Source: an optimization exercise on an open RTL-to-GDS flow (aim: small area, a short achievable clock period and few clock cycles per item). Production flows keep margins and buffers that such runs may drop. In this exercise RTL edits were held to simulation tests only and were not proved equivalent to the original.

## flow/design.v (module list and top-level ports; edited modules follow where they fit)
// module PixelSolverMultiCore: 144 lines
// module dp1: 2225 lines
// module dp2: 447 lines
// module add44: 272 lines
// module add45: 279 lines
module PixelSolverMultiCore (
  input               io_cmd_valid,
  output              io_cmd_ready,
  input      [27:0]   io_cmd_payload_x,
  input      [27:0]   io_cmd_payload_y,
  output              io_rsp_valid,
  input               io_rsp_ready,
  output     [5:0]    io_rsp_payload_iteration,
  input               clk,
  input               reset
);
  // ...
==> flow/flow/run.sh <==
#!/bin/bash
# Layout flow: the standard synthesis, then an inverter-polarity pass on the
# synthesized netlist (flow/invopt.py: full adders are self-dual, so most
# inverters between them can go), then the standard ORFS layout with
# repair_timing asked to over-fix setup by a margin, so that the layout is
# optimised below the design's clock period.
set -euo pipefail
HERE=$(pwd)
RES=$HERE/orfs/results/$FLOW_PLATFORM/PixelSolverMultiCore/base
bash standard.sh "$RES/1_2_yosys.v" > flow_synth.log 2>&1
cp "$RES/1_2_yosys.v" "$HERE/synth_standard.v"
python3 flow/invopt.py "$HERE/synth_standard.v" "$RES/1_2_yosys.v" > flow_invopt.log 2>&1
export SETUP_SLACK_MARGIN=12.3
bash standard.sh > flow_make.log 2>&1
==> flow/flow/invopt.py <==
#!/usr/bin/env python3
"""Inverter polarity optimisation on a Yosys-written sky130hd netlist.

A full adder is self-dual: FA(~a, ~b, ~c) = (~sum, ~cout).  Synthesis leaves
many inverters between full adders.  This pass removes every inverter, then
chooses for each full adder whether it computes its outputs in true or in
complemented form (flipping its inputs accordingly) so that as few signals as
possible are needed in both polarities, and adds back one inverter for each
signal that still is.  Registers, ports and all other cells are unchanged.

usage: invopt.py in.v out.v
"""
import re, sys, collections

OUT_PINS = {"X", "Y", "Q", "Q_N", "SUM", "COUT", "HI", "LO"}
src = open(sys.argv[1]).read()
m = re.search(r"^module\s+(\S+)\s*\((.*?)\);", src, re.S | re.M)
ports = set(p.strip() for p in m.group(2).split(","))
inst_re = re.compile(r"^\s*(sky130_fd_sc_hd__\w+)\s+(\S+(?: )?)\s*\((.*?)\);\s*$", re.S | re.M)
pin_re = re.compile(r"\.(\w+)\(([^()]*)\)")

body_start = src.index(";", m.end() - 1) + 1
cells = []
for im in inst_re.finditer(src):
    typ, name, pins = im.group(1), im.group(2).strip(), im.group(3)
    pl = [(p, n.strip()) for p, n in pin_re.findall(pins)]
    cells.append([typ, name, pl, im.start(), im.end()])
first = cells[0][3]; last = cells[-1][4]
head = src[:first]; tail = src[last:]
assert "assign" not in src[first:last]

def is_inv(c):
    return re.match(r"sky130_fd_sc_hd__(clk)?inv_\d+$", c[0]) is not None
def is_fa(c):
    return re.match(r"sky130_fd_sc_hd__fa_\d+$", c[0]) is not None
def portnet(n):
    base = n.split("[")[0].strip().lstrip("\\")
    return base in ports or n in ports

driver = {}
for i, c in enumerate(cells):
    for p, n in c[2]:
        if p in OUT_PINS:
            driver[n] = (i, p)

# inverters eligible for removal: output not a port net
removable = set()
for i, c in enumerate(cells):
    if is_inv(c):
        y = dict(c[2])["Y"]
        if not portnet(y):
            removable.add(i)

memo = {}
def lit(n):
    """net -> (base net, polarity) following removable inverters."""
    if n in memo: return memo[n]
    d = driver.get(n)
    if d is not None and d[0] in removable:
        a = dict(cells[d[0]][2])["A"]
        b, p = lit(a)
        r = (b, p ^ 1)
    else:
        r = (n, 0)
    memo[n] = r
    return r

fa_ids = [i for i, c in enumerate(cells) if is_fa(c)]
phi = {i: 0 for i in fa_ids}
# FA driving base nets
fa_of_base = {}
for i in fa_ids:
    for p, n in cells[i][2]:
        if p in ("SUM", "COUT"):
            if portnet(n):
                phi[i] = None  # fixed, never flip
            fa_of_base[n] = i
# requirements: base -> list of (cell id or -1, pol)
req = collections.defaultdict(list)
uses = collections.defaultdict(list)  # fa id -> list of bases it consumes
for i, c in enumerate(cells):
    if i in removable: continue
    for p, n in c[2]:
        if p in OUT_PINS: continue
        if n.startswith(("1'", "0'")) or n == "": continue
        b, pol = lit(n)
        req[b].append((i, pol))
        if is_fa(c): uses[i].append(b)
# port nets driven through removable inverters cannot happen (excluded); ports read as outputs are consumers too
def prov(b):
    i = fa_of_base.get(b)
    if i is None or phi[i] is None: return 0
    return phi[i]
def eff(i, pol):
    if i in phi and phi[i]: return pol ^ 1
    return pol
def cost(b):
    p = prov(b)
    for i, pol in req[b]:
        if eff(i, pol) != p: return 1
    return 0
total0 = sum(cost(b) for b in req)
n_inv0 = len(removable)
changed = True
it = 0
while changed and it < 50:
    changed = False; it += 1
    for i in fa_ids:
        if phi[i] is None: continue
        aff = set(uses[i])
        for p, n in cells[i][2]:
            if p in ("SUM", "COUT"): aff.add(n)
        before = sum(cost(b) for b in aff)
        phi[i] ^= 1
        after = sum(cost(b) for b in aff)
        if after < before:
            changed = True
        else:
            phi[i] ^= 1
total1 = sum(cost(b) for b in req)
print(f"inverters removed {n_inv0}, signals needing inverters before {total0} after {total1}, passes {it}", file=sys.stderr)

# emit
def esc(n):
    return n + " " if n.startswith("\\") else n
inv_net = {}
new_cells = []
k = 0
for b in req:
    if cost(b):
        k += 1
        nn = f"_invopt_{k}_"
        inv_net[b] = nn
        new_cells.append(f"  sky130_fd_sc_hd__inv_1 _invopt_c{k}_ (\n    .A({esc(b)}),\n    .Y({nn})\n  );\n")
out = []
for i, c in enumerate(cells):
    if i in removable: continue
    lines = []
    for p, n in c[2]:
        if p not in OUT_PINS and not n.startswith(("1'", "0'")) and n != "":
            b, pol = lit(n)
            e = eff(i, pol)
            n = b if e == prov(b) else inv_net[b]
        lines.append(f"    .{p}({esc(n)})")
    out.append(f"  {c[0]} {esc(c[1])} (\n" + ",\n".join(lines) + "\n  );\n")
decl = "".join(f"  wire _invopt_{j}_;\n" for j in range(1, k + 1))
open(sys.argv[2], "w").write(head + decl + "".join(out) + "".join(new_cells) + tail)
==> flow/standard.sh <==
#!/bin/bash
# synth_recipe.tcl (not shown) runs the flow's synth.tcl, then flattens the netlist and writes it again
# the make line also repeats each setting of config.mk as NAME=value (left out here)
make -C /OpenROAD-flow-scripts/flow DESIGN_CONFIG=/design/flow/config.mk WORK_HOME=/design/flow/orfs CLKGATE_MAP_FILE= SYNTH_SCRIPT=/design/flow/synth_recipe.tcl "${@:-finish}"
==> flow/config.mk <==
export PLATFORM = sky130hd
export DESIGN_NAME = PixelSolverMultiCore
export DESIGN_NICKNAME = PixelSolverMultiCore
export VERILOG_FILES = /design/flow/design.v
export SDC_FILE = /design/flow/constraint.sdc
export NUM_CORES = 4
export LEC_CHECK = 0
export ABC_AREA = 1
export CAP_MARGIN = 20
export CORE_MARGIN = 2
export CORE_UTILIZATION = 55
export CTS_CLUSTER_DIAMETER = 70
export CTS_CLUSTER_SIZE = 20
export SLEW_MARGIN = 20
==> flow/constraint.sdc <==
create_clock -name core_clock -period 17.0 [get_ports {clk}]
set_input_delay 3.4000 -clock core_clock [delete_from_list [all_inputs] [get_ports {clk}]]
set_output_delay 3.4000 -clock core_clock [all_outputs]
set_load 0.01 [all_outputs]
==> impl_metrics.ini, run 1 <==
[run_status]
outcome = no timing/DRC/antenna violations

[global_routing]
use_met3_pct = 4.887
antenna_found_initial = 0
busiest_layer = met2
grt_pass1_vias = 33431

[sta]
finalSetupViolations = 0
slew_headroom_pct = 31.33

[layout]
multi_input_area_um2 = 29780
post-route-util_pct = 59.72
layout_common_cells = fa_1, inv_1, nand2_1
nets = 5655
clkbuf_count = 54

[die]
rows = 106
die-area_um2 = 86660

[setup_path]
crit_start = rdy
cp_num_cells = 1
reg2reg_setup_slack_ns = 12.38
cp-start-kind = flop

[clock_network]
cts_tree = done
cts_resized = 31

[drt]
vias = 31830
post_drt_wl_per_cell_um = 22.59
route.met3.wl_um = 9366

[placed_design]
place_area_um2 = 48100

[yosys]
synthCells = 4575
Testbench counts, summed over its fixed seeds: cycles 114,659, items 7,200.
==> run 2, diff against run 1 <==
--- a/flow/config.mk
+++ b/flow/config.mk
@@ -10,3 +10,3 @@
 export CORE_MARGIN = 2
-export CORE_UTILIZATION = 55
+export CORE_UTILIZATION = 65
 export CTS_CLUSTER_DIAMETER = 70
==> run 2 against run 1 <==
- highest routed layer is now met5
- flip-flop and latch count did not move
- routed wire length fell by 2.3%
- largest cell class unchanged
- first-iteration DRC count rose by 32%
- die area fell by 15%
- still clean on timing, DRC and antenna
- utilization rose by 11 points
==> impl_metrics.ini, run 2 <==
[run_status]
outcome = no timing/DRC/antenna violations

[placed_design]
hpwl_um = 94390
gp_congestion = 0.9558
portBuffers = 67
dp_cells = 5427
post-place-ws_ns = 11.64

[die]
die-area_um2 = 73500
core_um2 = 70390
die_h_um = 271.1
rows = 97
initial_core_util_pct = 65.89
pin_count = 68
die_width_um = 271.1

[drt]
via_per_inst = 5.853
drc = 0
ant_nets = 0
top_layer = met5
post_drt_wl_per_cell_um = 22.60
drtPass1Iterations = 6
vias = 32416
drtIter0Drc = 3195
route.met3.wl_um = 11710
finalWirelength_um = 125100
dr_wl_met2_um = 57840
wl_met1_um = 48620

[setup_path]
crit_type = reg -> out
cp.arrival_ns = 1.25
end_kind = primary output
cp_slowest_cell = edfxtp_1
crit_start = od[0]
crit_path_cell_trace = clkdlybuf4s15_1
critPathRequiredTime_ns = 13.60
crit_fanout = 1
cpLargestDelayFamily = flip-flops
max_stage_delay_ns = 0.37
reg2reg_setup_slack_ns = 12.43
cp-start-kind = flop
worst-path-buf-inv = 1
r2r_start = y1[3]

[worst_hold_path]
min_path_type = reg -> reg
min_from = x02[6]

[clock_network]
cts_tree = done
clk_path_buf_depth = 3
htreeDepth = 2
path_clk_slew_ns = 0.08
clkSinkCount = 616
cts_made_buffers = 46
insertion_delay_ns = 0.64
cts-root-buf = clkbuf_16

[sta]
period_share_pct = 27.33
slew_viol_final = 0
hold_viol_final = 0
fin_ws_ns = 12.35
grt_setup_unrepaired = true
finalSetupViolations = 0
worst_pin_slew_ns = 0.9994
fin_crit_ns = 4.646
fmax_ghz = 0.2152
finClkSkew_ns = 0.02786
tns_ns = 0
slew_headroom_pct = 32.67

[yosys]
syn_area_um2 = 46380
synthCells = 4575
synth_warnings = 2
synth.avg_cell_area_um2 = 10.14
syn-num-nets = 5673

[layout]
layout_common_cells = fa_1, inv_1, nand2_1
final_common_cell = fa_1
stdcell_count = 5538
syn_to_final_growth_pct = 7.476
nets = 5660
largest_reg_flops = 48
drive_gt1_share_pct = 5.611
top_register = rob_d
fillers = 5421
diodes = 0

[run]
cap_violations = 0

[global_routing]
antenna_found_initial = 3
grt_max_degree = 76
grt_pass1_wl_um = 196000
grtUsageTotal_pct = 35.21
grt_overflow_total = 0
grt_pass1_vias = 34188
==> run 2: what timing repair did <==
item	in CTS	in global routing
resized for setup	42	24
gates cloned	2	1
setup endpoints to repair	165	131
setup buffers	2	22
hold buffers	0	0
pin swaps	1	2
==> run 2: cell type report <==
class / count / area (um2) / share of cell area [%]
Timing Repair inverter: 1 / 5.005 / 0.01004
Multi-Input combinational cell: 3102 / 29840 / 59.86
Clock buffer: 57 / 1192 / 2.392
Timing Repair Buffer: 164 / 1420 / 2.849
Tap cell: 940 / 1176 / 2.360
Clock inverter: 27 / 362.8 / 0.7279
Inverter: 631 / 2407 / 4.830
Sequential cell: 616 / 13450 / 26.97
==> run 2: through the flow <==
step / util (%) / hold slack, ns / area [um2]
after floorplan: - / 0.3096 / 46380
after global placement: 68.04 / 0.3097 / 47890
after CTS: 70.44 / 0.3188 / 49580
after detailed placement: 68.04 / 0.3121 / 47890
after global routing: 70.81 / 0.3219 / 49850
final: 70.81 / 0.3264 / 49850
==> run 2: metal layers <==
layer,vias up,GRT usage [%]
met4,2,16.11
li1,14362,-
met1,16101,46.60
met5,-,0
met2,1570,56.08
met3,381,7.642
==> run 2: worst paths after layout <==
check / end / depth (start not counted)
max reg2reg: p1r[24] / 14
max in group asynchronous: new1 / 2
max: io_rsp_payload_iteration[0] / 1
min in group asynchronous: rdy / 2
min: x01[6] / 0
min reg2reg: x01[6] / 0
==> run 3, diff against run 2 <==
--- a/flow/config.mk
+++ b/flow/config.mk
@@ -10,3 +10,3 @@
 export CORE_MARGIN = 2
-export CORE_UTILIZATION = 65
+export CORE_UTILIZATION = 75
 export CTS_CLUSTER_DIAMETER = 70
==> run 3 against run 2 <==
- clock-buffer cell count is 2 higher
- sequential share of layout area is 0.17 points higher
- routed wire length is 1.5% higher
- synthesized area stayed put
- flip-flop and latch count stayed put
- global-route usage is 5.8 points higher
- largest cell class unchanged
==> impl_metrics.ini, run 3 <==
[run_status]
outcome = no timing/DRC/antenna violations

[clock_network]
clkSinkCount = 616
cts-root-buf = clkbuf_16
htreeDepth = 2
clk_path_buf_depth = 3
postCtsHoldBufs = 0
cts_tree = done
cts_made_buffers = 45
path_clk_slew_ns = 0.09
insertion_delay_ns = 0.64

[sta]
grt_setup_unrepaired = false
worst_pin_slew_ns = 1.060
fin_ws_ns = 12.33
fmax_ghz = 0.2142
finClkSkew_ns = 0.04302
hold_viol_final = 0
slew_headroom_pct = 29.25
finalSetupViolations = 0
tns_ns = 0
fin_crit_ns = 4.669
period_share_pct = 27.46
slew_viol_final = 0

[layout]
largest_reg_flops = 48
drive_gt1_share_pct = 5.341
syn_to_final_growth_pct = 6.839
nets = 5649
final_common_cell = fa_1
stdcell_count = 5378
top_register = rob_d
layout_common_cells = fa_1, inv_1, nand2_1

[yosys]
synth.avg_cell_area_um2 = 10.14
synth_warnings = 2
syn_area_um2 = 46380
synthCells = 4575
syn-num-nets = 5673

[setup_path]
r2r_start = y1[7]
max_stage_delay_ns = 0.37
critPathRequiredTime_ns = 13.60
crit_fanout = 1
cp.arrival_ns = 1.27
cpLargestDelayFamily = flip-flops
cp_num_cells = 1
end_kind = primary output
reg2reg_setup_slack_ns = 12.39
crit_path_cell_trace = clkdlybuf4s15_1
cp_slowest_cell = edfxtp_1
r2r_end = p1r[24]
crit_start = od[0]
r2r_cells = 11
worst-path-buf-inv = 1
crit_type = reg -> out
cp-start-kind = flop

[die]
die_width_um = 252.7
pin_count = 68
core_um2 = 61370
initial_core_util_pct = 75.57
die-area_um2 = 63840
rows = 91
die_h_um = 252.7

[global_routing]
grt_pass1_vias = 35215
grt_max_degree = 68
grt_overflow_total = 0
grtUsageTotal_pct = 41.01
antenna_found_initial = 3
grt_pass1_wl_um = 196400

[drt]
ant_nets = 0
post_drt_wl_per_cell_um = 23.63
drtIter0Drc = 3707
vias = 33397
finalWirelength_um = 127100
drtPass1Iterations = 7
via_per_inst = 6.210
drc = 0

[placed_design]
post-place-ws_ns = 11.66
portBuffers = 67
hpwl_um = 95170
dp_cells = 5275
gp_congestion = 1.019

[run]
cap_violations = 0

[worst_hold_path]
whs_endpoint = x01[19]
min_path_cells = 0
min_path_type = reg -> reg
min_from = x02[19]
## run 3: cell types whose count changed in the layout (fill, tap and decap cells not counted), moves of 3 or more
cell | before | now
nand2_1 | 582 | 579
dfxtp_1 | 493 | 490
nand2_2 | 11 | 14
clkinv_8 | 5 | 2
o21ai_4 | 1 | 5
ha_2 | 7 | 3
o21ai_2 | 17 | 12
ha_1 | 263 | 268
buf_4 | 91 | 80
## run 3: cell type report
class | count | area [um2]
multi-input combinational | 3102 | 29830
sequential | 616 | 13450
fill | 3802 | 11820
inverter | 631 | 2407
timing repair buffer | 154 | 1344
clock buffer | 59 | 1220
tap | 790 | 988.4
clock inverter | 24 | 300.3
timing repair inverter | 1 | 5.005
antenna | 1 | 2.502
## run 3: through the flow
step	area, um2	utilization [%]	hold WS [ns]
finish	49550	80.74	0.3205
global route	49550	80.74	0.3291
CTS	49380	80.46	0.3226
detailed placement	47680	77.70	0.3121
global placement	47680	77.70	0.3096
floorplan	46380	-	0.3096
## run 3: routing by layer
metal	global-route usage, %	vias to the layer above	share of wire, %
met4	23.47	6	7.0
met3	11.81	569	12
met5	0	-	0.027
met2	64.14	2056	46
met1	51.50	16440	36
li1	-	14326	-
## run 3: worst max-delay path by stage
| stage | to |
|---|---|
| after floorplan | b1r[23] |
| after global placement | p1r[26] |
| after detailed placement | p1r[27] |
| after CTS | p1r[27] |
| after global routing | p1r[27] |
| final | io_rsp_payload_iteration[0] |
## run 3: what timing repair did
| action | 4_1_cts | 5_1_grt |
|---|---|---|
| resized for setup | 43 | 32 |
| pin swaps | 1 | 0 |
| setup endpoints to repair | 122 | 140 |
| cloned | 2 | 1 |
| setup buffers | 8 | 8 |
==> run 4, diff against run 3 <==
--- a/flow/config.mk
+++ b/flow/config.mk
@@ -8,7 +8,7 @@
 export ABC_AREA = 1
-export CAP_MARGIN = 20
+export CAP_MARGIN = 10
 export CORE_MARGIN = 2
-export CORE_UTILIZATION = 75
+export CORE_UTILIZATION = 65
 export CTS_CLUSTER_DIAMETER = 70
 export CTS_CLUSTER_SIZE = 20
-export SLEW_MARGIN = 20
+export SLEW_MARGIN = 10
==> run 4 against run 3 <==
- die area is 15% higher
- hold slack improved by 0.0059 ns
- global-route usage is 5.8 points lower
- first-iteration DRC count down 14%
- maximum frequency up 0.49%
- non-clock buffer count rose by 10
- sequential share of layout area is 0.17 points lower
- clock skew shrank 0.015 ns
- final cell count is 3.0% higher
- critical path depth stayed put
- largest cell class unchanged
==> impl_metrics.ini, run 4 <==
[placed_design]
gp_congestion = 0.9558
dp_cells = 5427
portBuffers = 67
place_area_um2 = 47890
hpwl_um = 94390
post-place-ws_ns = 11.64

[yosys]
syn-num-nets = 5673
synth_warnings = 2
syn_area_um2 = 46380
synthCells = 4575
synth.avg_cell_area_um2 = 10.14

[setup_path]
max_stage_delay_ns = 0.37
crit_path_cell_trace = clkdlybuf4s15_1
crit_fanout = 1
cp_slowest_cell = edfxtp_1
crit_type = reg -> out
end_kind = primary output
worst-path-buf-inv = 1
cpLargestDelayFamily = flip-flops
cp-start-kind = flop
reg2reg_setup_slack_ns = 12.43
critPathRequiredTime_ns = 13.60
cp.arrival_ns = 1.25

[sta]
finalSetupViolations = 0
slew_headroom_pct = 32.67
fin_ws_ns = 12.35
hold_slack_ns = 0.3264
period_share_pct = 27.33
grt_setup_unrepaired = true
fmax_ghz = 0.2152
worst_pin_slew_ns = 0.9994
finClkSkew_ns = 0.02786
fin_crit_ns = 4.646
slew_viol_final = 0
hold_viol_final = 0
tns_ns = 0

[drt]
drtIter0Drc = 3195
via_per_inst = 5.853
finalWirelength_um = 125100
vias = 32416
drtPass1Iterations = 6
drc = 0
ant_nets = 0
post_drt_wl_per_cell_um = 22.60

[clock_network]
htreeDepth = 2
cts-root-buf = clkbuf_16
insertion_delay_ns = 0.64
clk_path_buf_depth = 3
cts_tree = done
cts_made_buffers = 46
path_clk_slew_ns = 0.08
clkSinkCount = 616

[die]
core_um2 = 70390
die_h_um = 271.1
pin_count = 68
die_width_um = 271.1
initial_core_util_pct = 65.89
die-area_um2 = 73500
rows = 97

[layout]
fillers = 5421
post-route-util_pct = 70.81
final_common_cell = fa_1
nets = 5660
drive_gt1_share_pct = 5.611
syn_to_final_growth_pct = 7.476
diodes = 0
layout_common_cells = fa_1, inv_1, nand2_1
stdcell_count = 5538
top_register = rob_d
final_cell_area_um2 = 49850
largest_reg_flops = 48

[global_routing]
grt_pass1_vias = 34188
grt_pass1_wl_um = 196000
grt_max_degree = 76
grt_overflow_total = 0
grtUsageTotal_pct = 35.21
antenna_found_initial = 3

[run]
cap_violations = 0

[worst_hold_path]
min_path_type = reg -> reg

[run_status]
outcome = no timing/DRC/antenna violations
[run 4: final timing paths]
path	cells after the start	to	startpoint
min in group asynchronous	2	rdy	reset
hold / removal	0	x01[6]	x02[6]
setup / recovery	1	io_rsp_payload_iteration[0]	od[0]
setup reg to reg	14	p1r[24]	y1[3]
hold reg to reg	0	x01[6]	x02[6]
max in group asynchronous	2	new1	reset
[run 4: area by class of cell]
class	instances	area [um2]	share of cell area, %
well taps	940	1176	2.360
flip-flops and latches	616	13450	26.97
repair inverters	1	5.005	0.01004
clock buffers	57	1192	2.392
clock inverters	27	362.8	0.7279
repair buffers	164	1420	2.849
inverters	631	2407	4.830
multi-input cells	3102	29840	59.86
[run 4: routing by layer]
metal  vias up  global-route usage, %  share of wire (%)
li1      14362                      -                  -
met1     16101                  46.60                 39
met2      1570                  56.08                 46
met3       381                  7.642                9.4
met4         2                  16.11                5.6
met5         -                      0              0.010
[run 4: repair_timing]
| item | 4_1_cts | 5_1_grt |
|---|---|---|
| setup buffers | 2 | 22 |
| hold buffers | 0 | 0 |
| resized for setup | 42 | 24 |
| pin swaps | 1 | 2 |
| setup endpoints to repair | 165 | 131 |
| gates cloned | 2 | 1 |

-- what the ideal ports hide --
No port has a modelled driver above. Below, the same layouts with a new extraction and two added sets of constraints. Step 1 (the two cells are an assumption about what drives the block):
set clk [get_ports {clk}]
set_driving_cell -lib_cell sky130_fd_sc_hd__clkbuf_16 $clk
set_driving_cell -lib_cell sky130_fd_sc_hd__buf_2 [delete_from_list [all_inputs] $clk]
Step 2, shift: input delay + t, output delay - t, t = (earliest + latest rising clock arrival at the registers) / 2. This alone moves slack from input paths to output paths. Three values: ideal, step 1, step 2; two values: the first two.
run | shift t [ns] | setup WS [ns] | pins driven straight from the clock port
run 1 | 0.691 | 12.353 / 12.286 / 12.002 | 1
run 2 | 0.691 | 12.354 / 12.289 / 12.013 | 1
run 3 | 0.689 | 12.331 / 12.265 / 12.089 | 1
run 4 | 0.691 | 12.354 / 12.289 / 12.013 | 1
After both steps every run listed still meets setup and hold. For run 1, which loses most, drivers alone change the setup slack by -0.067 ns; drivers and shift together by -0.351 ns.
